This is an optimization exercise on Yosys and OpenROAD, whose aim is small area, not a production implementation.
The RTL was checked by simulation tests, not by an equivalence proof against the original design.

===== design/flow/config.mk =====
export PLATFORM = sky130hd
export DESIGN_NAME = calculator
export DESIGN_NICKNAME = calculator
export VERILOG_FILES = /design/flow/design.v
export SDC_FILE = /design/flow/constraint.sdc
export NUM_CORES = 4
export LEC_CHECK = 0
export CAP_MARGIN = 20
export CORE_MARGIN = 2
export CORE_UTILIZATION = 40
export SLEW_MARGIN = 20

===== design/flow/constraint.sdc =====
create_clock -name core_clock -period 85.0 [get_ports {clk}]
set_input_delay 17.0000 -clock core_clock [delete_from_list [all_inputs] [get_ports {clk}]]
set_output_delay 17.0000 -clock core_clock [all_outputs]
set_load 0.01 [all_outputs]

===== design/flow/design.v =====
module keypad_encoder_4x4(input [7:0]data,output reg [3:0] encode_data);
  always @(data) begin
    case(data)
      8'h81: encode_data = 4'd0;
      8'h82: encode_data = 4'd1;
      8'h84: encode_data = 4'd2;
      8'h88: encode_data = 4'd3;
      8'h41: encode_data = 4'd4;
      8'h42: encode_data = 4'd5;
      8'h44: encode_data = 4'd6;
      8'h48: encode_data = 4'd7;
      8'h21: encode_data = 4'd8;
      8'h22: encode_data = 4'd9;
      8'h24: encode_data = 4'd10;
      8'h28: encode_data = 4'd11;
      8'h11: encode_data = 4'd12;
      8'h12: encode_data = 4'd13;
      8'h14: encode_data = 4'd14;
      8'h18: encode_data = 4'd15;
      default: encode_data = 4'd0;
  endcase
 end
endmodule
module keypad_scanner #(parameter rows_count=4, 
                        parameter cols_count=4)(input clk, rst, start, input [rows_count-1:0] rows, input ack, 
                                                output reg[cols_count-1:0] cols,output reg[cols_count+rows_count-1:0] data, output reg done);
  typedef enum {scan_rows, detect_row, wait_key_release} States_e;
  States_e state,nextState;
  always_ff @(posedge clk) begin: rst_clk_blk
    if(!rst) begin
      state <= scan_rows;
    end
    else
      state <= nextState;
  end:rst_clk_blk
  always_ff @(posedge clk) begin: Scanning
   if (!rst) begin 
      cols <= '0;
      cols[0] <= 1; 
   end
   else begin
   if(start == 1) begin:start_fsm
    case(state) 
      scan_rows: begin
                     if(rows == 0) begin
                       cols <= {cols[cols_count-2:0],cols[cols_count-1]}; 
                     end
      end
 endcase
   end
  end
  end:Scanning
  always_comb begin
     case(state) 
      scan_rows: begin 
                   data = '0;
                   done = 0;
                 end
      detect_row: begin 
                    if (ack == 0) begin data = {rows,cols};
                                        done = 1;
                                  end
                    else begin data = 0;
                               done = 0;
                  end
                end            
      wait_key_release: begin 
                   data = 0;
                   done = 0;
                 end  
      default: begin 
                   data = 0;
                   done = 0;
                 end  
    endcase
  end
  always_comb begin: state_change
   case(state) 
     scan_rows: begin
                 if(rows != 0 )
                      nextState = detect_row;
                 else
                      nextState = scan_rows;
     end
     detect_row: if(ack == 1) begin
                    nextState = wait_key_release;
                 end
                 else nextState = detect_row;
     wait_key_release: if(rows != 0) nextState = wait_key_release;
                       else          nextState = scan_rows;
     default: nextState = scan_rows;
   endcase
  end:state_change
endmodule
module keypad_controller #(parameter cols_count=4,parameter rows_count=4)(
                           input clk, rst, enable, ack,
                           output [cols_count-1:0] cols,
                           input [rows_count-1:0]rows,
                           output reg [3:0] encode_data,
                           output reg done);
  wire [cols_count+rows_count-1:0] data;
  keypad_scanner kpad_scanner(.clk(clk), .rst(rst), .start(enable), .rows(rows),.cols(cols),.data(data),.ack(ack),.done(done));
  keypad_encoder_4x4 kpad_encode(.data(data),.encode_data(encode_data));
endmodule
module alu #(parameter BCDdigits=2)(           input [3:0]operator,
					       input bit op1_sign,
					       input bit op2_sign,
                                               input [BCDdigits*4-1:0] operand1,operand2,
                                               output reg [BCDdigits*4*2-1:0]result,
                                               output reg sign);
  parameter plus     = 4'd10;
  parameter subtract = 4'd11;
  parameter mul      = 4'd12;
  parameter div      = 4'd13;
  always_comb begin
     sign = 0;
     case(operator) 
        plus: begin
             if(op1_sign == 0 && op2_sign == 0) begin
	     result =  operand1 + operand2;
             sign = 0;
	     end
	     else if(op1_sign == 0 && op2_sign == 1) begin
	     result =  operand1 - operand2;
             sign = 0;
	     end
	     else if(op1_sign == 1 && op2_sign == 0) begin
	       if (operand1 < operand2) begin
	         result =  operand2 - operand1;
                 sign = 0;
	       end
	       else begin
	         result = operand1 - operand2;
	         sign = 1;
	       end
	       end
	     else begin
	     result =  operand1 + operand2;
             sign = 1;
	     end
            end
        subtract: begin
             if(op1_sign == 0 && op2_sign == 0) begin
	      if (operand1 < operand2) begin
               result = operand2 - operand1;
               sign = 1;
             end
             else begin
               result = operand1 - operand2;
               sign = 0;
             end
             end
            else if(op1_sign == 1 && op2_sign == 1) begin
	      if (operand1 < operand2) begin
               result = operand2 - operand1;
               sign = 0;
             end
             else begin
               result = operand1 - operand2;
               sign = 1;
             end
             end
            else if(op1_sign == 0 && op2_sign == 1) begin
	       result = operand1 + operand2;
               sign = 0;
            end
            else begin
	       result = operand1 + operand2;
               sign = 1;
             end
            end
        mul: begin
             if(op1_sign == 0 && op2_sign == 0) begin
	      result =  operand1 * operand2;
              sign = 0;
	     end
	     else if(op1_sign == 0 && op2_sign == 1) begin
	     result =  operand1 * operand2;
             sign = 1;
	     end
	     else if(op1_sign == 1 && op2_sign == 0) begin
	     result =  operand1 * operand2;
             sign = 1;
	     end
	     else begin
	     result =  operand1 * operand2;
             sign = 0;
	     end
            end
        div: begin
               if(operand2 == 0) result = 0;      
               else  begin
             if(op1_sign == 0 && op2_sign == 0) begin
	      result =  operand1 / operand2;
              sign = 0;
	     end
	     else if(op1_sign == 0 && op2_sign == 1) begin
	     result =  operand1 / operand2;
             sign = 1;
	     end
	     else if(op1_sign == 1 && op2_sign == 0) begin
	     result =  operand1 / operand2;
             sign = 1;
	     end
	     else begin
	     result =  operand1 / operand2;
             sign = 0;
	     end
	       end
            end
        default: begin 
	          result = 0;
		  sign = 0;
		 end
      endcase
  end
endmodule
module BCD2binary #(parameter BCDdigits = 4)(input [BCDdigits*4-1:0] bcd,
                                             output reg [BCDdigits*4-1:0] binary);
 always @(bcd)begin
    binary = bcd[15:12]* 10'd1000 + bcd[11:8] * 8'd100 +bcd[7:4] * 8'd10 + bcd[3:0]; 
 end
endmodule
module binary2BCD(input [15:0] binary,
                  output reg [15:0] bcd);
  reg[3:0] digit1,digit2,digit3,digit4;
  integer counter;
  always @(binary) begin
      digit1 = 0;
      digit2 = 0;
      digit3 = 0;
      digit4 = 0;
      counter = 0;
   if(binary <= 16'h270f) begin   
    for (counter = 15; counter >= 0; counter = counter - 1) begin
      if(digit2 >= 5)  digit2 = digit2 + 3;
      if(digit3 >= 5)  digit3 = digit3 + 3;
      if(digit4 >= 5)  digit4 = digit4 + 3;
      digit1 = digit1 << 1;
      digit1[0] = digit2[3];
      digit2 = digit2 << 1;
      digit2[0] = digit3[3];
      digit3 = digit3 << 1;
      digit3[0] = digit4[3];
      digit4 = digit4 << 1;
      digit4[0] = binary[counter];  
    end
   bcd = {digit1,digit2,digit3,digit4};
  end
  else begin
    bcd = {4'h0,4'ha,4'hb,4'hb};
  end
  end
endmodule
`timescale 1 ns / 1 ns
module control_logic #(parameter BCDdigits=2)(input [3:0] data,
                                            input clk, rst, done,
                                            output reg ack,
                                            output reg [BCDdigits*4*2-1:0] display,
                                            output reg sign);
  typedef enum {start, receiveBCDdigits_set1, receiveOperation, receiveBCDdigits_set2, compute_and_continue, ack_BCDdigits_set1, ack_BCDdigits_set2, ack_operation} States_e;
  States_e state,nextState;
  reg [BCDdigits*4-1:0] operand1,operand2;
  reg [3:0] operator;
  reg op1_sign;
  wire [BCDdigits*4*2-1:0] op_bin1,op_bin2;
  wire [BCDdigits*4*2-1:0] op;
  wire op2_sign,alu_sign;
  reg [15:0] alu_op1,alu_op2;    
  reg [31:0] alu_result;
  reg [15:0] condt_result;
  assign condt_result = (alu_result > 32'd9999) ? '1:alu_result[15:0];
  assign op2_sign = '0;
  alu#(.BCDdigits(4)) alu(.operator(operator),.operand1(op_bin1),.operand2(op_bin2),.result(alu_result),.sign(alu_sign),.op1_sign(op1_sign),.op2_sign(op2_sign));  
  BCD2binary bb1(.bcd(alu_op1),.binary(op_bin1));
  BCD2binary bb2(.bcd(alu_op2),.binary(op_bin2));
  binary2BCD b2b(.binary(condt_result),.bcd(op));
  always_ff @(posedge clk) begin: rst_clk_blk
    if(!rst) begin
     state <= start;
    end
    else
      state <= nextState;
  end:rst_clk_blk
 always @(posedge clk) begin:fsm_logic
      case(state)
        start:   begin  ack <= '0;
                   operand1 <= '0;
                   operand2 <= '0;
                   operator <= '0;
                   alu_op1  <= '0;
                   alu_op2  <= '0; 
                   op1_sign <= '0;
                 end
        receiveBCDdigits_set1: begin 
                            ack <= 1;
                            if(data <= 4'd9) begin   
                              operand1 <= {operand1[BCDdigits*4-4-1:0],data};   
                            end
                            sign <= 0;
                           end
        ack_BCDdigits_set1: 
                            begin 
                               ack <= 0;
                               alu_op1 <= operand1;
                               display <= operand1;
                            end
        receiveOperation: begin
                           ack <= 1;
                           operator <= data[3:0];   
                          end
        ack_operation: 
                       begin 
                          ack <= 0;
                       end
        receiveBCDdigits_set2: begin 
                           ack <= 1;
                             operand2 <= {operand2[BCDdigits*4-4-1:0],data};   
                           sign <= 0;
                         end
        ack_BCDdigits_set2: 
                            begin
                              ack <= 0;
			      sign <= 0;
                              display <= operand2;
                              alu_op2 <= operand2;
                            end
        compute_and_continue: begin 
                         ack <= 1;
                         if(data >=4'd9) begin   
                           if(op != 16'habb) alu_op1 <= op;
                           else alu_op1 <= 0;
                           op1_sign <= alu_sign;
                           operand2 <= '0;
                           alu_op2 <= '0;
                           operator <= data[3:0];
                           display <= op; 
			   sign <= alu_sign;
                         end
                   end
        endcase
  end:fsm_logic
  always_comb begin: always_comb_nextstate
    case(state)
         start:           if(done == 1) nextState = receiveBCDdigits_set1;
                          else nextState = start;
        receiveBCDdigits_set1: 
                          if (done == 1) nextState = ack_BCDdigits_set1;
                          else nextState = receiveBCDdigits_set1;
        ack_BCDdigits_set1: 
                         if(done == 1 && data <= 4'd9) 
                           nextState = receiveBCDdigits_set1;
                         else if (done == 1 && data <=4'd13) 
                           nextState = receiveOperation;
                         else if(done ==1)
                           nextState = start;
                         else nextState = ack_BCDdigits_set1;
        receiveOperation:
                          if(done == 1) nextState = ack_operation;
                          else nextState = receiveOperation;
        ack_operation: 
                     if(done==1)
                       nextState = receiveBCDdigits_set2;
                     else nextState = ack_operation;
        receiveBCDdigits_set2:
                          if (done == 1) nextState = ack_BCDdigits_set2;
                          else nextState = receiveBCDdigits_set2;
        ack_BCDdigits_set2:
                         if(done == 1 && data <= 4'd9) 
                           nextState = receiveBCDdigits_set2;
                         else if (done == 1 && data <= 4'd14) 
                           nextState = compute_and_continue;
                         else if(done ==1)
                           nextState = start;
                         else nextState = ack_BCDdigits_set2;
        compute_and_continue: if (data <= 4'd13)
                           nextState = ack_operation;
                         else if (done == 1)
                           nextState = start;
                         else nextState = compute_and_continue;
        default : nextState = start;       
        endcase
  end: always_comb_nextstate
endmodule
module BCD2seg7 (input [3:0] bcd,
                 output reg [7:0]leds);
	always @(bcd)
		case (bcd)      
			4'h0: leds = 8'b0111_1110;
	   		4'h1: leds = 8'b0011_0000;
			4'h2: leds = 8'b0110_1101;
			4'h3: leds = 8'b0111_1001;
			4'h4: leds = 8'b0011_0011;
			4'h5: leds = 8'b0101_1011;
			4'h6: leds = 8'b0101_1111;
			4'h7: leds = 8'b0111_0000;
			4'h8: leds = 8'b0111_1111;
			4'h9: leds = 8'b0111_1011;
			4'ha: leds = 8'b0100_1111;   
			4'hb: leds = 8'b0000_0101;   
			default: leds = 8'b0000_0000;
		endcase
endmodule
module display #(parameter BCDdigits = 2)(input [BCDdigits*4*2-1:0] display_data,
                                          output wire [7:0]seven_seg_data1,seven_seg_data2,seven_seg_data3,seven_seg_data4);
 BCD2seg7 disp1(.bcd(display_data[15:12]),.leds(seven_seg_data1));
 BCD2seg7 disp2(.bcd(display_data[11:8]),.leds(seven_seg_data2));
 BCD2seg7 disp3(.bcd(display_data[7:4]),.leds(seven_seg_data3));
 BCD2seg7 disp4(.bcd(display_data[3:0]),.leds(seven_seg_data4));
endmodule
`timescale 1 ns / 1 ns
module calculator #(parameter BCDdigits = 2,parameter cols_count=4,parameter rows_count=4)(
                                                                                          input clk,rst,start,
                                                                                          output [cols_count-1:0] cols,
                                                                                          input [rows_count-1:0] rows,
                                                                                          output reg [7:0] digit1,digit2,digit3,digit4,
                                                                                          output reg sign);
  wire [BCDdigits*4*2-1:0] display;
  wire [3:0]encode_data;
  wire done,ack;
  keypad_controller kpad_controller(.clk(clk), .rst(rst), .enable(start), .ack(ack),.cols(cols),.rows(rows),.encode_data(encode_data),.done(done));
  control_logic control_logic(.data(encode_data), .clk(clk), .rst(rst), .done(done), .ack(ack), .display(display),.sign(sign));
  display disp(.display_data(display[15:0]),.seven_seg_data1(digit1),.seven_seg_data2(digit2),.seven_seg_data3(digit3),.seven_seg_data4(digit4));
 endmodule

===== design/flow/run.sh =====
#!/bin/bash
# synth_recipe.tcl (not shown) runs the flow's synth.tcl, then flattens the netlist and writes it again
# the make line also repeats each setting of config.mk as NAME=value (left out here)
make -C /OpenROAD-flow-scripts/flow DESIGN_CONFIG=/design/flow/config.mk WORK_HOME=/design/flow/orfs CLKGATE_MAP_FILE= SYNTH_SCRIPT=/design/flow/synth_recipe.tcl finish

==> impl_metrics.json <==
{
  "status": "no timing/DRC/antenna violations",
  "wl_per_cell_um": 17.72,
  "vias": 35750,
  "xor_xnor_cell_area_share_of_the_yosys_netlist": 0.05847,
  "grt_pass1_wl_um": 172500,
  "route.antenna.remaining_nets": 0,
  "stdcell_count": 6039,
  "insertion_delay_ns": 0.35,
  "critPathKind": "reg -> reg",
  "timing.setup.tns_ns": 0,
  "timing.final.max_slew_violations": 0,
  "synth.ff_latch_count": 100,
  "timing.clock.skew_ns": 0.006968,
  "detail_route.wirelength_um": 107000,
  "worst_ep_required_time_ns": 85.21,
  "max_slew_margin": 0.2627,
  "netlist_instances": 4767,
  "reg2reg_depth": 394,
  "drive_gt1_frac": 0.1129,
  "post_synth.cell_area_avg_sq_um": 7.555,
  "final_nets": 5484,
  "timing.critical_path.to_type": "register",
  "placed_cells_incl_taps": 5962,
  "cts-root-buf": "clkbuf_16",
  "synth-edff-count": 63,
  "critPathMostFrequentCell": "o21a_1",
  "yosys.area_share.simple": 0.2505,
  "max_stage_delay_ns": 0.71,
  "synth_compound_gate_area_share": 0.2756,
  "layout-area-overhead-vs-synth_pct": 9.290,
  "horizontal_extent_of_the_die_um": 304.1,
  "synth_adder_area_share": 0.2399,
  "antenna_cells_inserted": 0,
  "worstMarginPinSlew_ns": 1.092,
  "numPortBuffers": 39,
  "boundaryPins": 44,
  "critPathBufInv": 33,
  "worst_path_dominant_cell_family": "compound AO/OA/AOI/OAI gates",
  "hold_path_depth": 1,
  "netlist-cell-type-count": 150,
  "drc_violation_count_after_routing": 0,
  "hold_violations": 0,
  "place.detailed.hpwl_um": 84940,
  "cp.arrival_ns": 79.73,
  "cts.clk_slew.worst_paths_ns": 0.07,
  "crit_slowest_cell": "a2111oi_0",
  "fmax_ghz": 0.01258,
  "share_of_the_core_filled_with_cells_in_the_final_layout": 0.4393,
  "fin_crit_sh": 0.9355,
  "postSynth.topFlopCell": "edfxtp_1",
  "synth_async_sr_flop_share": 0,
  "share_of_synthesized_area_spent_on_multiplexers": 0.05110,
  "clk_path_buf_depth": 2,
  "initial_drt_markers": 2555,
  "grt_max_degree": 44,
  "antenna_found_initial": 3,
  "cts_max_level": 3,
  "drt_first_pass_iters": 6,
  "cts.sink_count": 100,
  "tritoncts": "yes",
  "finalWorstPathRequiredPeriod_ns": 79.52,
  "floorplan.initialDensity": 0.4020,
  "endpoints_failing_setup": 0,
  "gp_congestion": 0.9306,
  "highest_net_fanout_along_the_worst_path": 18,
  "floorplan.die_area_sq_mm": 0.09246,
  "syn_area_sq_mm": 0.03602,
  "avgViaCountPerCell": 5.920,
  "holdWs_ns": 0.5081,
  "post_cts_hold_buffer_count": 0,
  "design.core.area_sq_mm": 0.08960,
  "first_global_vias": 33290,
  "grt.total_usage": 0.2204,
  "main_combinational_cell_family_by_area_after_synthesis": "compound AO/OA/AOI/OAI gates",
  "synth.yosys.warnings": 8,
  "worst_hold_path_type": "reg -> reg",
  "kind_of_launch_point_of_the_worst_setup_path": "register",
  "cts-buffers-inserted": 9,
  "grt.overflow.total": 0,
  "path_depth": 394,
  "ys_seq_area_frac": 0.07309,
  "dieHeight_um": 304.1,
  "max_cap_violations": 0,
  "fp-row-count": 110
}
cell type report:
cell class	count	area, sq um
fillers	9096	50240
multi-input cells	4221	32200
flip-flops and latches	100	2633
well taps	1176	1471
repair buffers	182	1468
inverters	344	1296
clock buffers	11	252.7
clock inverters	5	36.28
stage by stage:
stage	setup WS, ns	area [sq um]
after floorplan	2.949	36090
after detailed placement	-0.8560	38060
final	5.485	39360
after global placement	1.712	38060
after global routing	-0.2619	39360
after CTS	0.09990	38370
worst paths after layout:
| kind | from | end | slack (ns) |
|---|---|---|---|
| setup / recovery | control_logic.alu_op2[6]$_SDFFCE_PN0P_ | digit2[0]$_DFF_P_ | 5.48 |
| hold / removal | kpad_controller.kpad_scanner.state[1]$_SDFF_PN0_ | kpad_controller.kpad_scanner.state[0]$_SDFF_PN0_ | 0.51 |
| setup reg to reg | control_logic.alu_op2[6]$_SDFFCE_PN0P_ | digit2[0]$_DFF_P_ | 5.48 |
| hold reg to reg | kpad_controller.kpad_scanner.state[1]$_SDFF_PN0_ | kpad_controller.kpad_scanner.state[0]$_SDFF_PN0_ | 0.51 |
placed cells by master, fill, tap and decap left out, types with 68 or more instances in the layout:
master	n
ha_1	505
nor2_1	485
nand2_1	381
inv_1	321
a21oi_1	252
nor3_1	243
o21a_1	188
o21ai_0	183
xnor2_1	143
buf_4	142
fa_1	113
nand3_1	100
mux2_2	98
xor2_1	82
a21o_1	78
and2_1	68
metal layers:
metal  share of wire  track usage  up-vias
li1                -            -    17860
met1            0.48       0.3145    16890
met2            0.46       0.3690      865
met3           0.046      0.01247      133
met4           0.016      0.03922        6
met5         0.00038            0        -
flip-flops by register name (all words and copies together), names as in the netlist, 4 cells and up:
register,cells
control_logic.alu_op1,16
control_logic.alu_op2,8
control_logic.display,16
control_logic.operand1,8
control_logic.operand2,8
control_logic.operator,4
digit1,7
digit2,7
digit3,7
digit4,7
kpad_controller.kpad_scanner.cols,4
cells in the mapped netlist (18+ instances only):
library cell	number	area share
a211o_1	18	0.0044
a211oi_1	29	0.0060
a21boi_0	23	0.0048
a21o_1	79	0.016
a21oi_1	270	0.038
a22oi_1	19	0.0040
a31oi_1	33	0.0057
and2_1	70	0.012
and3_1	55	0.0096
and4_1	22	0.0053
buf_2	30	0.0042
clkbuf_1	79	0.0082
dfxtp_1	37	0.021
edfxtp_1	63	0.053
fa_1	114	0.063
ha_1	505	0.18
inv_1	324	0.034
mux2_2	98	0.031
mux2i_1	63	0.018
nand2_1	382	0.040
nand2b_1	57	0.0099
nand3_1	104	0.014
nand4_1	49	0.0085
nor2_1	499	0.052
nor2b_1	42	0.0073
nor3_1	248	0.034
nor4_1	39	0.0068
o2111ai_1	18	0.0044
o211ai_1	50	0.010
o21a_1	190	0.040
o21ai_0	188	0.026
o21ai_1	38	0.0053
o21bai_1	22	0.0046
o22ai_1	30	0.0052
o31ai_1	57	0.012
or2_1	19	0.0033
or2_2	51	0.0089
or3_1	46	0.0080
xnor2_1	143	0.035
xor2_1	83	0.020
what timing repair did:
item                                    in CTS  in global routing
gates cloned                                 0                  2
buffers inserted                             0                 59
pin swaps                                    0                 24
endpoints found under the setup margin      35                 60
gates resized for setup                      7                122
logic make-up (layout without fill, tap and decap cells):
| family | Yosys count | after routing |
|---|---|---|
| multiplexers | 168 | 168 |
| XOR/XNOR | 233 | 233 |
| flip-flops | 100 | 100 |
| AND/OR/NAND/NOR | 1802 | 1804 |
| other | 2 | 22 |
| buffers and inverters | 468 | 542 |
| adder cells (fa/ha/maj) | 623 | 623 |
| AO/OA/AOI/OAI | 1371 | 1371 |

[re-timing with driven ports]
How much do the figures lean on ideal ports? The routed layout below was timed once more, with nothing changed but the port constraints. Step 1: set_driving_cell puts a clkbuf_16 on clk and a buf_2 on each other input, an assumption about the parent block. Step 2 adds t to the input delays and takes it off the output delays; t is the mean of the earliest and latest rising clock arrival at the registers after step 1. Input paths then give back, and output paths get back, about the clock's delay inside the block. a / b / c = no drivers / after step 1 / after step 2; a / b = the first two.
t, ns: 0.380
setup slack, ns: 5.485 / 5.485 / 5.485
hold WS [ns]: 0.508 / 0.508 / 0.508
worst register clock-pin slew, ns: 0.07 / 0.07
worst slew at a driven data input, ns: 0.04
After both steps setup and hold are still met in this run. The setup slack of this run moves by 0.000 ns with the drivers and by 0.000 ns with both steps.
